This design comes from an exercise in tuning for small area and a short achievable clock period on the open sky130 flow, not from production work. Power and IR drop assume default switching activity.

==> inputs of trial 15 <==
==> flow/design.v (excerpt) <==
module maf_top (
    input         clk,
    input  [1:0]  func,
    input  [31:0] A,
    input  [31:0] B,
    input  [31:0] C,
    output [63:0] result
);
clock: 60.0 ns
lec_check: 0
cap_margin: 60
core_margin: 2
core_utilization: 40
slew_margin: 60
synth_hierarchical: 1
standard.sh (not shown) runs the stock make flow with config.mk's settings and CLKGATE_MAP_FILE= SYNTH_SCRIPT=/design/flow/synth_recipe.tcl, a recipe that flattens the netlist after the stock synthesis.
==> flow/flow/run.sh <==
#!/bin/bash
# The standard layout, with the port buffers made of buf_2 cells instead of
# the default choice (a delay buffer). Every port still gets its buffer.
set -euo pipefail
bash standard.sh BUFFER_PORTS_ARGS="-buffer_cell sky130_fd_sc_hd__buf_2" finish > standard_flow.log 2>&1
==> inputs of build 49, as changes to trial 15 <==
--- a/flow/design.v
+++ b/flow/design.v
@@ -603,11 +603,10 @@
 assign pp15[28] = ((one15 & A[28]) | (two15 & A[27])) ^ neg15;
 assign pp15[29] = ((one15 & A[29]) | (two15 & A[28])) ^ neg15;
 assign pp15[30] = ((one15 & A[30]) | (two15 & A[29])) ^ neg15;
 assign pp15[31] = ((one15 & A[31]) | (two15 & A[30])) ^ neg15;
 assign pp15[32] = ((one15 & 1'b0) | (two15 & A[31])) ^ neg15;
-wire b31 = bp[31];
 wire [31:0] cx = C & {32{en}};
 wire s1, c2;
 MAF_HA hs1 (.a(cx[22]), .b(neg11), .s(s1), .co(c2));
 wire s3, c4;
 MAF_HA hs3 (.a(cx[23]), .b(pp0[23]), .s(s3), .co(c4));
@@ -856,97 +855,97 @@
 wire s247, c248;
 MAF_FA fs247 (.a(c44), .b(c46), .c(c48), .s(s247), .co(c248));
 wire s249, c250;
 MAF_FA fs249 (.a(s53), .b(s55), .c(s57), .s(s249), .co(c250));
 wire s251, c252;
-MAF_FA fs251 (.a(pp14[4]), .b(pp15[2]), .c((A[0] & b31)), .s(s251), .co(c252));
+MAF_FA fs251 (.a(pp14[4]), .b(pp15[2]), .c((A[0] & bp[31])), .s(s251), .co(c252));
 wire s253, c254;
 MAF_FA fs253 (.a(c52), .b(s61), .c(c54), .s(s253), .co(c254));
 wire s255, c256;
 MAF_FA fs255 (.a(c56), .b(c58), .c(c60), .s(s255), .co(c256));
 wire s257, c258;
 MAF_FA fs257 (.a(s63), .b(s65), .c(s67), .s(s257), .co(c258));
 wire s259, c260;
-MAF_FA fs259 (.a(pp14[5]), .b(pp15[3]), .c((A[1] & b31)), .s(s259), .co(c260));
+MAF_FA fs259 (.a(pp14[5]), .b(pp15[3]), .c((A[1] & bp[31])), .s(s259), .co(c260));
 wire s261, c262;
 MAF_FA fs261 (.a(c62), .b(s79), .c(c64), .s(s261), .co(c262));
 wire s263, c264;
 MAF_FA fs263 (.a(c66), .b(c68), .c(c70), .s(s263), .co(c264));
 wire s265, c266;
 MAF_FA fs265 (.a(s71), .b(s73), .c(s75), .s(s265), .co(c266));
 wire s267, c268;
-MAF_FA fs267 (.a(pp14[6]), .b(pp15[4]), .c((A[2] & b31)), .s(s267), .co(c268));
+MAF_FA fs267 (.a(pp14[6]), .b(pp15[4]), .c((A[2] & bp[31])), .s(s267), .co(c268));
 wire s269, c270;
 MAF_FA fs269 (.a(c80), .b(s81), .c(s89), .s(s269), .co(c270));
 wire s271, c272;
 MAF_FA fs271 (.a(c72), .b(c74), .c(c76), .s(s271), .co(c272));
 wire s273, c274;
 MAF_FA fs273 (.a(c78), .b(s83), .c(s85), .s(s273), .co(c274));
 wire s275, c276;
 MAF_FA fs275 (.a(pp13[9]), .b(pp14[7]), .c(pp15[5]), .s(s275), .co(c276));
 wire s277, c278;
-MAF_FA fs277 (.a((A[3] & b31)), .b(c90), .c(c82), .s(s277), .co(c278));
+MAF_FA fs277 (.a((A[3] & bp[31])), .b(c90), .c(c82), .s(s277), .co(c278));
 wire s279, c280;
 MAF_FA fs279 (.a(c84), .b(c86), .c(c88), .s(s279), .co(c280));
 wire s281, c282;
 MAF_FA fs281 (.a(s91), .b(s93), .c(s95), .s(s281), .co(c282));
 wire s283, c284;
 MAF_FA fs283 (.a(pp12[12]), .b(pp13[10]), .c(pp14[8]), .s(s283), .co(c284));
 wire s285, c286;
-MAF_FA fs285 (.a(pp15[6]), .b((A[4] & b31)), .c(s99), .s(s285), .co(c286));
+MAF_FA fs285 (.a(pp15[6]), .b((A[4] & bp[31])), .c(s99), .s(s285), .co(c286));
 wire s287, c288;
 MAF_FA fs287 (.a(s105), .b(c92), .c(c94), .s(s287), .co(c288));
 wire s289, c290;
 MAF_FA fs289 (.a(c96), .b(c98), .c(s101), .s(s289), .co(c290));
 wire s291, c292;
 MAF_FA fs291 (.a(pp11[15]), .b(pp12[13]), .c(pp13[11]), .s(s291), .co(c292));
 wire s293, c294;
-MAF_FA fs293 (.a(pp14[9]), .b(pp15[7]), .c((A[5] & b31)), .s(s293), .co(c294));
+MAF_FA fs293 (.a(pp14[9]), .b(pp15[7]), .c((A[5] & bp[31])), .s(s293), .co(c294));
 wire s295, c296;
 MAF_FA fs295 (.a(c106), .b(c100), .c(c102), .s(s295), .co(c296));
 wire s297, c298;
 MAF_FA fs297 (.a(c104), .b(s107), .c(s109), .s(s297), .co(c298));
 wire s299, c300;
 MAF_FA fs299 (.a(pp10[18]), .b(pp11[16]), .c(pp12[14]), .s(s299), .co(c300));
 wire s301, c302;
 MAF_FA fs301 (.a(pp13[12]), .b(pp14[10]), .c(pp15[8]), .s(s301), .co(c302));
 wire s303, c304;
-MAF_FA fs303 (.a((A[6] & b31)), .b(s113), .c(s117), .s(s303), .co(c304));
+MAF_FA fs303 (.a((A[6] & bp[31])), .b(s113), .c(s117), .s(s303), .co(c304));
 wire s305, c306;
 MAF_FA fs305 (.a(c108), .b(c110), .c(c112), .s(s305), .co(c306));
 wire s307, c308;
 MAF_FA fs307 (.a(pp9[21]), .b(pp10[19]), .c(pp11[17]), .s(s307), .co(c308));
 wire s309, c310;
 MAF_FA fs309 (.a(pp12[15]), .b(pp13[13]), .c(pp14[11]), .s(s309), .co(c310));
 wire s311, c312;
-MAF_FA fs311 (.a(pp15[9]), .b((A[7] & b31)), .c(c118), .s(s311), .co(c312));
+MAF_FA fs311 (.a(pp15[9]), .b((A[7] & bp[31])), .c(c118), .s(s311), .co(c312));
 wire s313, c314;
 MAF_FA fs313 (.a(c114), .b(c116), .c(s119), .s(s313), .co(c314));
 wire s315, c316;
 MAF_FA fs315 (.a(pp8[24]), .b(pp9[22]), .c(pp10[20]), .s(s315), .co(c316));
 wire s317, c318;
 MAF_FA fs317 (.a(pp11[18]), .b(pp12[16]), .c(pp13[14]), .s(s317), .co(c318));
 wire s319, c320;
-MAF_FA fs319 (.a(pp14[12]), .b(pp15[10]), .c((A[8] & b31)), .s(s319), .co(c320));
+MAF_FA fs319 (.a(pp14[12]), .b(pp15[10]), .c((A[8] & bp[31])), .s(s319), .co(c320));
 wire s321, c322;
 MAF_FA fs321 (.a(s123), .b(s125), .c(c120), .s(s321), .co(c322));
 wire s323, c324;
 MAF_FA fs323 (.a(pp7[27]), .b(pp8[25]), .c(pp9[23]), .s(s323), .co(c324));
 wire s325, c326;
 MAF_FA fs325 (.a(pp10[21]), .b(pp11[19]), .c(pp12[17]), .s(s325), .co(c326));
 wire s327, c328;
 MAF_FA fs327 (.a(pp13[15]), .b(pp14[13]), .c(pp15[11]), .s(s327), .co(c328));
 wire s329, c330;
-MAF_FA fs329 (.a((A[9] & b31)), .b(c126), .c(c124), .s(s329), .co(c330));
+MAF_FA fs329 (.a((A[9] & bp[31])), .b(c126), .c(c124), .s(s329), .co(c330));
 wire s331, c332;
 MAF_FA fs331 (.a(pp6[30]), .b(pp7[28]), .c(pp8[26]), .s(s331), .co(c332));
 wire s333, c334;
 MAF_FA fs333 (.a(pp9[24]), .b(pp10[22]), .c(pp11[20]), .s(s333), .co(c334));
 wire s335, c336;
 MAF_FA fs335 (.a(pp12[18]), .b(pp13[16]), .c(pp14[14]), .s(s335), .co(c336));
 wire s337, c338;
-MAF_FA fs337 (.a(pp15[12]), .b((A[10] & b31)), .c(s129), .s(s337), .co(c338));
+MAF_FA fs337 (.a(pp15[12]), .b((A[10] & bp[31])), .c(s129), .s(s337), .co(c338));
 wire s339, c340;
 MAF_FA fs339 (.a(~neg5), .b(c130), .c(pp6[31]), .s(s339), .co(c340));
 wire s341, c342;
 MAF_FA fs341 (.a(pp7[29]), .b(pp8[27]), .c(pp9[25]), .s(s341), .co(c342));
 wire s343, c344;
@@ -1182,69 +1181,69 @@
 wire s573, c574;
 MAF_FA fs573 (.a(c128), .b(s331), .c(s333), .s(s573), .co(c574));
 wire s575, c576;
 MAF_FA fs575 (.a(s335), .b(s337), .c(c330), .s(s575), .co(c576));
 wire s577, c578;
-MAF_FA fs577 (.a((A[11] & b31)), .b(c332), .c(c334), .s(s577), .co(c578));
+MAF_FA fs577 (.a((A[11] & bp[31])), .b(c332), .c(c334), .s(s577), .co(c578));
 wire s579, c580;
 MAF_FA fs579 (.a(c336), .b(c338), .c(s339), .s(s579), .co(c580));
 wire s581, c582;
 MAF_FA fs581 (.a(s341), .b(s343), .c(s345), .s(s581), .co(c582));
 wire s583, c584;
-MAF_FA fs583 (.a((A[12] & b31)), .b(s347), .c(s353), .s(s583), .co(c584));
+MAF_FA fs583 (.a((A[12] & bp[31])), .b(s347), .c(s353), .s(s583), .co(c584));
 wire s585, c586;
 MAF_FA fs585 (.a(c340), .b(c342), .c(c344), .s(s585), .co(c586));
 wire s587, c588;
 MAF_FA fs587 (.a(c346), .b(s349), .c(s351), .s(s587), .co(c588));
 wire s589, c590;
-MAF_FA fs589 (.a(pp15[15]), .b((A[13] & b31)), .c(c354), .s(s589), .co(c590));
+MAF_FA fs589 (.a(pp15[15]), .b((A[13] & bp[31])), .c(c354), .s(s589), .co(c590));
 wire s591, c592;
 MAF_FA fs591 (.a(c348), .b(c350), .c(c352), .s(s591), .co(c592));
 wire s593, c594;
 MAF_FA fs593 (.a(s355), .b(s357), .c(s359), .s(s593), .co(c594));
 wire s595, c596;
-MAF_FA fs595 (.a(pp14[18]), .b(pp15[16]), .c((A[14] & b31)), .s(s595), .co(c596));
+MAF_FA fs595 (.a(pp14[18]), .b(pp15[16]), .c((A[14] & bp[31])), .s(s595), .co(c596));
 wire s597, c598;
 MAF_FA fs597 (.a(s361), .b(s365), .c(c356), .s(s597), .co(c598));
 wire s599, c600;
 MAF_FA fs599 (.a(c358), .b(c360), .c(s363), .s(s599), .co(c600));
 wire s601, c602;
 MAF_FA fs601 (.a(pp13[21]), .b(pp14[19]), .c(pp15[17]), .s(s601), .co(c602));
 wire s603, c604;
-MAF_FA fs603 (.a((A[15] & b31)), .b(c366), .c(c362), .s(s603), .co(c604));
+MAF_FA fs603 (.a((A[15] & bp[31])), .b(c366), .c(c362), .s(s603), .co(c604));
 wire s605, c606;
 MAF_FA fs605 (.a(c364), .b(s367), .c(s369), .s(s605), .co(c606));
 wire s607, c608;
 MAF_FA fs607 (.a(pp12[24]), .b(pp13[22]), .c(pp14[20]), .s(s607), .co(c608));
 wire s609, c610;
-MAF_FA fs609 (.a(pp15[18]), .b((A[16] & b31)), .c(s371), .s(s609), .co(c610));
+MAF_FA fs609 (.a(pp15[18]), .b((A[16] & bp[31])), .c(s371), .s(s609), .co(c610));
 wire s611, c612;
 MAF_FA fs611 (.a(s373), .b(c368), .c(c370), .s(s611), .co(c612));
 wire s613, c614;
 MAF_FA fs613 (.a(pp11[27]), .b(pp12[25]), .c(pp13[23]), .s(s613), .co(c614));
 wire s615, c616;
-MAF_FA fs615 (.a(pp14[21]), .b(pp15[19]), .c((A[17] & b31)), .s(s615), .co(c616));
+MAF_FA fs615 (.a(pp14[21]), .b(pp15[19]), .c((A[17] & bp[31])), .s(s615), .co(c616));
 wire s617, c618;
 MAF_FA fs617 (.a(c374), .b(c372), .c(s375), .s(s617), .co(c618));
 wire s619, c620;
 MAF_FA fs619 (.a(pp10[30]), .b(pp11[28]), .c(pp12[26]), .s(s619), .co(c620));
 wire s621, c622;
 MAF_FA fs621 (.a(pp13[24]), .b(pp14[22]), .c(pp15[20]), .s(s621), .co(c622));
 wire s623, c624;
-MAF_FA fs623 (.a((A[18] & b31)), .b(s377), .c(c376), .s(s623), .co(c624));
+MAF_FA fs623 (.a((A[18] & bp[31])), .b(s377), .c(c376), .s(s623), .co(c624));
 wire s625, c626;
 MAF_FA fs625 (.a(~neg9), .b(c378), .c(pp10[31]), .s(s625), .co(c626));
 wire s627, c628;
 MAF_FA fs627 (.a(pp11[29]), .b(pp12[27]), .c(pp13[25]), .s(s627), .co(c628));
 wire s629, c630;
-MAF_FA fs629 (.a(pp14[23]), .b(pp15[21]), .c((A[19] & b31)), .s(s629), .co(c630));
+MAF_FA fs629 (.a(pp14[23]), .b(pp15[21]), .c((A[19] & bp[31])), .s(s629), .co(c630));
 wire s631 = ~(pp10[32] ^ pp11[30]);
 wire c632 = pp10[32] | pp11[30];
 wire s633, c634;
 MAF_FA fs633 (.a(pp12[28]), .b(pp13[26]), .c(pp14[24]), .s(s633), .co(c634));
 wire s635, c636;
-MAF_HA hs635 (.a(pp15[22]), .b((A[20] & b31)), .s(s635), .co(c636));
+MAF_HA hs635 (.a(pp15[22]), .b((A[20] & bp[31])), .s(s635), .co(c636));
 wire s637, c638;
 MAF_FA fs637 (.a(~neg10), .b(pp11[31]), .c(pp12[29]), .s(s637), .co(c638));
 wire s639, c640;
 MAF_FA fs639 (.a(pp13[27]), .b(pp14[25]), .c(pp15[23]), .s(s639), .co(c640));
 wire s641 = ~(pp11[32] ^ pp12[30]);
@@ -1446,33 +1445,33 @@
 wire s837, c838;
 MAF_FA fs837 (.a(s631), .b(s635), .c(c626), .s(s837), .co(c838));
 wire s839, c840;
 MAF_FA fs839 (.a(c628), .b(c630), .c(s633), .s(s839), .co(c840));
 wire s841, c842;
-MAF_FA fs841 (.a((A[21] & b31)), .b(c636), .c(c632), .s(s841), .co(c842));
+MAF_FA fs841 (.a((A[21] & bp[31])), .b(c636), .c(c632), .s(s841), .co(c842));
 wire s843, c844;
 MAF_FA fs843 (.a(c634), .b(s637), .c(s639), .s(s843), .co(c844));
 wire s845, c846;
-MAF_FA fs845 (.a(pp15[24]), .b((A[22] & b31)), .c(s641), .s(s845), .co(c846));
+MAF_FA fs845 (.a(pp15[24]), .b((A[22] & bp[31])), .c(s641), .s(s845), .co(c846));
 wire s847, c848;
 MAF_FA fs847 (.a(s643), .b(c638), .c(c640), .s(s847), .co(c848));
 wire s849, c850;
-MAF_FA fs849 (.a(pp14[27]), .b(pp15[25]), .c((A[23] & b31)), .s(s849), .co(c850));
+MAF_FA fs849 (.a(pp14[27]), .b(pp15[25]), .c((A[23] & bp[31])), .s(s849), .co(c850));
 wire s851, c852;
 MAF_FA fs851 (.a(c644), .b(c642), .c(s645), .s(s851), .co(c852));
 wire s853, c854;
 MAF_FA fs853 (.a(pp13[30]), .b(pp14[28]), .c(pp15[26]), .s(s853), .co(c854));
 wire s855, c856;
-MAF_FA fs855 (.a((A[24] & b31)), .b(s647), .c(c646), .s(s855), .co(c856));
+MAF_FA fs855 (.a((A[24] & bp[31])), .b(s647), .c(c646), .s(s855), .co(c856));
 wire s857, c858;
 MAF_FA fs857 (.a(~neg12), .b(c648), .c(pp13[31]), .s(s857), .co(c858));
 wire s859, c860;
-MAF_FA fs859 (.a(pp14[29]), .b(pp15[27]), .c((A[25] & b31)), .s(s859), .co(c860));
+MAF_FA fs859 (.a(pp14[29]), .b(pp15[27]), .c((A[25] & bp[31])), .s(s859), .co(c860));
 wire s861 = ~(pp13[32] ^ pp14[30]);
 wire c862 = pp13[32] | pp14[30];
 wire s863, c864;
-MAF_HA hs863 (.a(pp15[28]), .b((A[26] & b31)), .s(s863), .co(c864));
+MAF_HA hs863 (.a(pp15[28]), .b((A[26] & bp[31])), .s(s863), .co(c864));
 wire s865, c866;
 MAF_FA fs865 (.a(~neg13), .b(pp14[31]), .c(pp15[29]), .s(s865), .co(c866));
 wire s867 = ~pp14[32];
 wire c868 = pp14[32];
 wire s869, c870;
@@ -1588,13 +1587,13 @@
 wire s979, c980;
 MAF_FA fs979 (.a(c854), .b(s857), .c(s859), .s(s979), .co(c980));
 wire s981, c982;
 MAF_FA fs981 (.a(s861), .b(s863), .c(c858), .s(s981), .co(c982));
 wire s983, c984;
-MAF_FA fs983 (.a((A[27] & b31)), .b(c864), .c(c862), .s(s983), .co(c984));
+MAF_FA fs983 (.a((A[27] & bp[31])), .b(c864), .c(c862), .s(s983), .co(c984));
 wire s985, c986;
-MAF_FA fs985 (.a(pp15[30]), .b((A[28] & b31)), .c(s867), .s(s985), .co(c986));
+MAF_FA fs985 (.a(pp15[30]), .b((A[28] & bp[31])), .c(s867), .s(s985), .co(c986));
 wire s987, c988;
 MAF_FA fs987 (.a(~neg14), .b(c868), .c(pp15[31]), .s(s987), .co(c988));
 wire s989 = ~pp15[32];
 wire c990 = pp15[32];
 wire s991, c992;
@@ -1718,15 +1717,15 @@
 wire s1109, c1110;
 MAF_FA fs1109 (.a(s865), .b(s983), .c(c982), .s(s1109), .co(c1110));
 wire s1111, c1112;
 MAF_FA fs1111 (.a(c866), .b(s985), .c(c984), .s(s1111), .co(c1112));
 wire s1113, c1114;
-MAF_FA fs1113 (.a((A[29] & b31)), .b(c986), .c(s987), .s(s1113), .co(c1114));
+MAF_FA fs1113 (.a((A[29] & bp[31])), .b(c986), .c(s987), .s(s1113), .co(c1114));
 wire s1115, c1116;
-MAF_FA fs1115 (.a((A[30] & b31)), .b(s989), .c(c988), .s(s1115), .co(c1116));
+MAF_FA fs1115 (.a((A[30] & bp[31])), .b(s989), .c(c988), .s(s1115), .co(c1116));
 wire s1117, c1118;
-MAF_FA fs1117 (.a(~neg15), .b(c990), .c((A[31] & b31)), .s(s1117), .co(c1118));
+MAF_FA fs1117 (.a(~neg15), .b(c990), .c((A[31] & bp[31])), .s(s1117), .co(c1118));
 wire s1119, c1120;
 MAF_HA hs1119 (.a(s991), .b(pp0[0]), .s(s1119), .co(c1120));
 wire s1121, c1122;
 MAF_FA fs1121 (.a(c992), .b(c1120), .c(s993), .s(s1121), .co(c1122));
 wire s1123, c1124;
Settings changed: CAP_MARGIN 60 to 20, CORE_UTILIZATION 40 to 70, PLACE_DENSITY from default to 0.8, SLEW_MARGIN 60 to 20.
==> comparison <==
Between trial 15 and build 49, the lower total power is in trial 15 (gap 0.78%, measured against build 49). In sequential power, build 49 and trial 15 hardly differ. Between trial 15 and build 49, the lower hold slack is in build 49 (gap 0.0087 ns). In clock power, trial 15 and build 49 hardly differ. Between build 49 and trial 15, the lower routed wire length is in build 49 (gap 6.8%, measured against trial 15). In trial 15 the global-route usage is lower than in build 49, by 18 points.
Function was not checked in any run of this note: the RTL went through the layout flow alone.

## port drivers added, routing unchanged
In the flow no input, the clock included, has a driving cell. The finished layouts below were timed again as built, in two steps. Step 1, drivers: a clkbuf_16 drives clk and a buf_2 each remaining input, both assumed. Step 2 also shifts input and output timing later by t, the mid clock arrival at the registers, as if the neighbouring blocks saw the same clock. a / b / c = no drivers / after step 1 / after step 2; a / b = the first two.
run | shift t [ns] | setup WS [ns] | worst setup path at the end | clock arrival spread, ns | slew at the worst register clock pin (ns)
trial 15 | 0.548 | 43.682 / 43.719 / 43.172 | input to register | 0.013 / 0.013 | 0.07 / 0.07
build 49 | 0.530 | 43.282 / 43.240 / 42.709 | input to register | 0.013 / 0.013 | 0.07 / 0.07
After both steps setup and hold are still met in every run listed. The setup slack of build 49, which loses most, moves by -0.042 ns with the drivers and by -0.573 ns with both steps.
